From an optimization exercise on the open Yosys and OpenROAD flow, aimed at small area, a short achievable clock period and few clock cycles; shortcuts taken in it are not production practice.
Where RTL was checked, it was by simulation tests only, not by an equivalence proof against the original.

==> flow/design.v (excerpt) <==
module seq_multi #(
    parameter WIDTH = 32
)
(
    input wire logic clk,
    input wire logic rst,
    input wire logic start,
    input wire logic [WIDTH - 1:0] multiplier,
    input wire logic [WIDTH - 1:0] multiplicand,
    output logic busy,
    output logic [(WIDTH * 2) - 1:0] product
);
export LEC_CHECK = 0
export CAP_MARGIN = 20
export CORE_MARGIN = 2
export CORE_UTILIZATION = 45
export SETUP_SLACK_MARGIN = 1.0
export SLEW_MARGIN = 20
create_clock -name core_clock -period 5.0 [get_ports {clk}]
standard.sh (not shown) runs the stock make flow with config.mk's settings and CLKGATE_MAP_FILE= SYNTH_SCRIPT=/design/flow/synth_recipe.tcl, a recipe that flattens the netlist after the stock synthesis.
==> flow/flow/run.sh <==
#!/bin/bash
# The standard layout, with the port buffers made of buf_4 cells instead of the
# delay-buffer cells buffer_ports picks by default.
set -euo pipefail
export BUFFER_PORTS_ARGS="-buffer_cell sky130_fd_sc_hd__buf_4"
bash standard.sh finish > standard.log 2>&1
The baseline went through all stages and came out clean.
Testbench counts at the start, summed over its fixed seeds: cycles 1,024.
Rerun with:
Settings changed: CORE_UTILIZATION 45 to 50, SETUP_SLACK_MARGIN 1.0 to 0.5.
The new run produced a clean layout.
Synthesized cell count stays the same.
Die area goes down by roughly a tenth.
Area after synthesis is unchanged.
Routed wire length goes down by about a fifth.
Core utilization goes down by 9.1 points.
Non-clock buffer count goes down by 296.
Clock skew goes up by 9.9 ps.
Maximum frequency goes down slightly.

seq_multi, a different RTL version from the one above (not shown whole).
Size: about 3,000 cells after synthesis, about 180 flip-flops, about 130 I/O pins, roughly 0.024 mm² of cells after synthesis.
==> flow/config.mk <==
export PLATFORM = sky130hd
export DESIGN_NAME = seq_multi
export DESIGN_NICKNAME = seq_multi
export VERILOG_FILES = /design/flow/design.v
export SDC_FILE = /design/flow/constraint.sdc
export NUM_CORES = 4
export LEC_CHECK = 0
export ABC_AREA = 1
export CAP_MARGIN = 20
export CORE_MARGIN = 2
export CORE_UTILIZATION = 55
export SETUP_SLACK_MARGIN = 0.5
export SLEW_MARGIN = 20
==> flow/constraint.sdc <==
create_clock -name core_clock -period 5.0 [get_ports {clk}]
set_input_delay 1.0000 -clock core_clock [delete_from_list [all_inputs] [get_ports {clk}]]
set_output_delay 1.0000 -clock core_clock [all_outputs]
set_load 0.01 [all_outputs]
==> flow/flow/run.sh <==
#!/bin/bash
# The standard layout, with the port buffers made of buf_1 cells instead of the
# delay-buffer cells buffer_ports picks by default.
set -euo pipefail
export BUFFER_PORTS_ARGS="-buffer_cell sky130_fd_sc_hd__buf_1"
bash standard.sh finish > standard.log 2>&1
The first run completed with no timing, DRC or antenna violations.
Testbench counts at the start, summed over its fixed seeds: cycles 907.
Then changed:
--- a/flow/config.mk
+++ b/flow/config.mk
@@ -6,5 +6,4 @@
 export NUM_CORES = 4
 export LEC_CHECK = 0
-export ABC_AREA = 1
 export CAP_MARGIN = 20
 export CORE_MARGIN = 2
@@ -12,2 +11,3 @@
 export SETUP_SLACK_MARGIN = 0.5
 export SLEW_MARGIN = 20
+export TNS_END_PERCENT = 20
Outcome:
- The new run passed the timing, DRC and antenna checks
- design area drops by about 4.6%
- via count drops by 11%
- setup slack gets worse by 0.12 ns
- global-route usage drops by 0.71 points
Then changed:
--- a/flow/config.mk
+++ b/flow/config.mk
@@ -9,5 +9,4 @@
 export CORE_MARGIN = 2
 export CORE_UTILIZATION = 55
-export SETUP_SLACK_MARGIN = 0.5
+export SETUP_SLACK_MARGIN = 0.45
 export SLEW_MARGIN = 20
-export TNS_END_PERCENT = 20
Utilization rises by 0.51 points.
Non-clock buffer count went up by 30.
Area after synthesis stays the same.
Critical path depth stays the same.
Worst hold slack is about the same.
Synthesized cell count does not change.
Routed wire length came out higher by 2.7%.
Via count increases by 1.3%.
Cell count rose by 0.97%.
Then changed:
--- a/flow/config.mk
+++ b/flow/config.mk
@@ -9,4 +9,4 @@
 export CORE_MARGIN = 2
 export CORE_UTILIZATION = 55
-export SETUP_SLACK_MARGIN = 0.45
+export SETUP_SLACK_MARGIN = 0.5
 export SLEW_MARGIN = 20
Outcome:
- The changed run completed with no timing, DRC or antenna violations
- area after synthesis is unchanged
- clock-buffer cell count increases by 1
- design area stays flat
- non-clock buffer count shrinks by 8
- sequential cell count does not change
- wire length fell by 2.0%

seq_multi, a different RTL version from the one above (not shown whole).
Size in the first run: roughly 2900 cells after synthesis, ~180 flip-flops, about 130 I/O pins, roughly 24000 sq um of cells after synthesis.
==> flow/design.v (excerpt) <==
module seq_multi #(
    parameter WIDTH = 32
)
(
    input wire logic clk,
    input wire logic rst,
    input wire logic start,
    input wire logic [WIDTH - 1:0] multiplier,
    input wire logic [WIDTH - 1:0] multiplicand,
    output logic busy,
    output logic [(WIDTH * 2) - 1:0] product
);
clock: 5.0 ns
lec_check: 0
cap_margin: 20
core_margin: 2
core_utilization: 40
slew_margin: 20
==> flow/flow/run.sh <==
#!/bin/bash
# The standard layout, with the port buffers made of buf_4 cells instead of the
# delay-buffer cells buffer_ports picks by default.
set -euo pipefail
export BUFFER_PORTS_ARGS="-buffer_cell sky130_fd_sc_hd__buf_4"
bash standard.sh finish > standard.log 2>&1
Next try:
==> flow/run.sh (new file) <==
#!/bin/bash
# synth_recipe.tcl (not shown) runs the flow's synth.tcl, then flattens the netlist and writes it again
# the make line also repeats each setting of config.mk as NAME=value (left out here)
make -C /OpenROAD-flow-scripts/flow DESIGN_CONFIG=/design/flow/config.mk WORK_HOME=/design/flow/orfs CLKGATE_MAP_FILE= SYNTH_SCRIPT=/design/flow/synth_recipe.tcl finish
removed: flow/flow/run.sh
removed: flow/standard.sh
Worst hold slack improved by 12 ps. Via count grows by about 3%. Wire length climbs by about 0.9%. Area after synthesis stays the same. Core utilization climbs by 2.9 points. Design area climbs by 6.1%.
Function was not checked in any run of this note: the RTL went through the layout flow alone.

## run 1
RTL: one of the versions met above, not the one the previous note started from.
Size in the first run: about 2500 cells after synthesis, ~180 flip-flops.
## seq_multi
module seq_multi #(
    parameter WIDTH = 32
)
(
    input wire logic clk,
    input wire logic rst,
    input wire logic start,
    input wire logic [WIDTH - 1:0] multiplier,
    input wire logic [WIDTH - 1:0] multiplicand,
    output logic busy,
    output logic [(WIDTH * 2) - 1:0] product
);
==> flow/config.mk <==
export PLATFORM = sky130hd
export DESIGN_NAME = seq_multi
export DESIGN_NICKNAME = seq_multi
export VERILOG_FILES = /design/flow/design.v
export SDC_FILE = /design/flow/constraint.sdc
export NUM_CORES = 4
export LEC_CHECK = 0
export CAP_MARGIN = 20
export CORE_MARGIN = 2
export CORE_UTILIZATION = 55
export CTS_CLUSTER_DIAMETER = 150
export CTS_CLUSTER_SIZE = 40
export SETUP_SLACK_MARGIN = 0.5
export SLEW_MARGIN = 20
==> flow/constraint.sdc <==
create_clock -name core_clock -period 5.0 [get_ports {clk}]
set_input_delay 1.0000 -clock core_clock [delete_from_list [all_inputs] [get_ports {clk}]]
set_output_delay 1.0000 -clock core_clock [all_outputs]
set_load 0.01 [all_outputs]
==> flow/flow/run.sh <==
#!/bin/bash
# The standard layout, with the port buffers made of buf_1 cells instead of the
# delay-buffer cells buffer_ports picks by default.
set -euo pipefail
export BUFFER_PORTS_ARGS="-buffer_cell sky130_fd_sc_hd__buf_1"
bash standard.sh finish > standard.log 2>&1
Testbench counts of run 1, summed over its fixed seeds: cycles 907.
diff inputs: run 1 => run 2
# run 1
export LEC_CHECK = 0
export CAP_MARGIN = 20
export CORE_MARGIN = 2
export CORE_UTILIZATION = 55
export CTS_CLUSTER_DIAMETER = 150
export CTS_CLUSTER_SIZE = 40
export SETUP_SLACK_MARGIN = 0.5
export SLEW_MARGIN = 20
create_clock -name core_clock -period 5.0 [get_ports {clk}]
# run 2
export LEC_CHECK = 0
export CAP_MARGIN = 20
export CORE_MARGIN = 2
export CORE_UTILIZATION = 55
export GPL_TIMING_DRIVEN = 0
export SETUP_SLACK_MARGIN = 0.5
export SLEW_MARGIN = 20
create_clock -name core_clock -period 5.0 [get_ports {clk}]
- Delta (run 2 minus run 1): hold slack rose 6.3 ps, minimum period implied by the final worst setup slack grew by 130 ps.
- The clock transition at the register clock pins on the worst setup and hold paths after CTS of run 1 and that of run 2 are within noise of each other.
- Taking run 1 as the reference, in run 2 total met3 wirelength after detailed routing higher, critical path depth now larger.
[inputs] run 3 vs run 2
# run 2
export LEC_CHECK = 0
export CAP_MARGIN = 20
export CORE_MARGIN = 2
export CORE_UTILIZATION = 55
export GPL_TIMING_DRIVEN = 0
export SETUP_SLACK_MARGIN = 0.5
export SLEW_MARGIN = 20
create_clock -name core_clock -period 5.0 [get_ports {clk}]
# run 3
export LEC_CHECK = 0
export CAP_MARGIN = 20
export CORE_MARGIN = 2
export CORE_UTILIZATION = 65
export SETUP_SLACK_MARGIN = 0.5
export SLEW_MARGIN = 20
create_clock -name core_clock -period 5.0 [get_ports {clk}]
### Flow results
[run 3 vs run 2] area of all placed cells without fillers: lower in run 3
On worst setup slack: between run 2 and run 3, it ends up lower for run 2.
Measured against each other, run 2 and run 3 differ in routed wire length, the higher figure coming from run 2.
Changes observed in run 3 relative to run 2: hold slack down 10 ps; area added between synthesis and finish went down 8.0 points; global-route wire length before repair went down by about 16%.
Measured against each other, run 2 and run 3 differ in number of tapcells, the higher figure coming from run 2.
From run 2 to run 3 the numbers moved as follows: slew at the pin with the worst max-slew slack +8.1 ps; count of vias placed by the detailed router now smaller.
[diff] die area, run 3 relative to run 2: improvement

garnet:
seq_multi again, from the RTL that the note above started with.
export LEC_CHECK = 0
export CAP_MARGIN = 20
export CORE_MARGIN = 2
export CORE_UTILIZATION = 55
export PLACE_DENSITY = 0.68
export SETUP_SLACK_MARGIN = 0.5
export SLEW_MARGIN = 20
create_clock -name core_clock -period 5.0 [get_ports {clk}]
Scripts as last shown in full above: flow/flow/run.sh
Testbench counts of garnet, summed over its fixed seeds: cycles 907.
Inputs modified between garnet and fjord:
Settings: a deleted PLACE_DENSITY that had been 0.68; a change of CORE_UTILIZATION from 55 to 50.
==> run summary <==
Setup WNS garnet -> fjord: better
Delay contributed by the slowest stage of the critical path (lower): garnet
Compared with garnet, in fjord non-clock buffer count picked up an extra 5; worst hold slack roughly the same; number of gates resized after CTS increased 8; detailed-route vias per instance -0.14; growth of design area from synthesis to finish went up.
Compared with garnet, fjord shows die span in y higher by about 5%.
Going from garnet to fjord, final number of hold-violating endpoints essentially unchanged, critical path depth lower.
Input changes introduced in quartz (baseline for comparison: fjord):
Settings: SLEW_MARGIN now 5, was 20; CORE_UTILIZATION now 55, was 50; CAP_MARGIN now 5, was 20.
Findings:
- Changes observed in quartz relative to fjord: total stage count of the critical path picked up an extra 2; sequential cell count neither gained nor lost much; mean number of vias per cell picked up an extra 1.0%; routed length on met2 lost about 3.7%.
- In the reports for quartz and fjord, the larger data arrival time of the critical path belongs to fjord.
- Clock-pin transition on the worst setup and hold timing paths across quartz and fjord: no real change.
- Re number of multi-input combinational cells in the layout: no difference whatsoever between fjord and quartz.

==> port drivers added, routing unchanged <==
The flow's constraints put no driver on any port. The routed layouts listed below were extracted and timed again, unchanged, in two steps. Step 1, drivers: a clkbuf_16 drives clk and a buf_2 each remaining input, both assumed. Step 2 moves the port delays by t, midway between the first and last clock arrival at a register: inputs arrive t later, outputs are due t later. That takes back most of the time a late clock gives input paths. Three values: ideal, step 1, step 2; two values: the first two.
run | shift t [ns] | setup slack, ns | worst setup path after step 2 | slew at the worst register clock pin (ns)
the first run of note 1 | 0.558 | 0.595 / 0.535 / 0.087 | input to register | 0.08 / 0.08
the second run of note 1 | 0.557 | 0.561 / 0.499 / 0.090 | input to register | 0.09 / 0.09
the first run of note 2 | 0.546 | 0.513 / 0.516 / 0.007 | input to register | 0.09 / 0.09
the second run of note 2 | 0.562 | 0.388 / 0.329 / -0.030 | input to register | 0.09 / 0.09
the third run of note 2 | 0.555 | 0.424 / 0.366 / 0.049 | input to register | 0.09 / 0.09
the fourth run of note 2 | 0.551 | 0.497 / 0.437 / 0.104 | input to register | 0.08 / 0.08
the first run of note 3 | 0.552 | 0.131 / 0.123 / -0.328 | input to register | 0.08 / 0.08
the second run of note 3 | 0.549 | 0.106 / 0.050 / -0.403 | input to register | 0.08 / 0.08
run 1 | 0.551 | 0.497 / 0.437 / 0.104 | input to register | 0.08 / 0.08
run 2 | 0.559 | 0.370 / 0.310 / -0.043 | input to register | 0.09 / 0.09
run 3 | 0.513 | 0.430 / 0.372 / 0.068 | input to register | 0.09 / 0.09
garnet | 0.560 | 0.380 / 0.322 / 0.072 | input to register | 0.09 / 0.09
fjord | 0.556 | 0.473 / 0.415 / 0.019 | input to register | 0.09 / 0.09
quartz | 0.551 | 0.497 / 0.437 / 0.104 | input to register | 0.08 / 0.08
With both steps, setup timing fails in the second run of note 2, the first run of note 3, the second run of note 3 and run 2, where it was met with ideal ports. For the second run of note 3, which loses most, drivers alone change the setup slack by -0.056 ns; drivers and shift together by -0.509 ns.
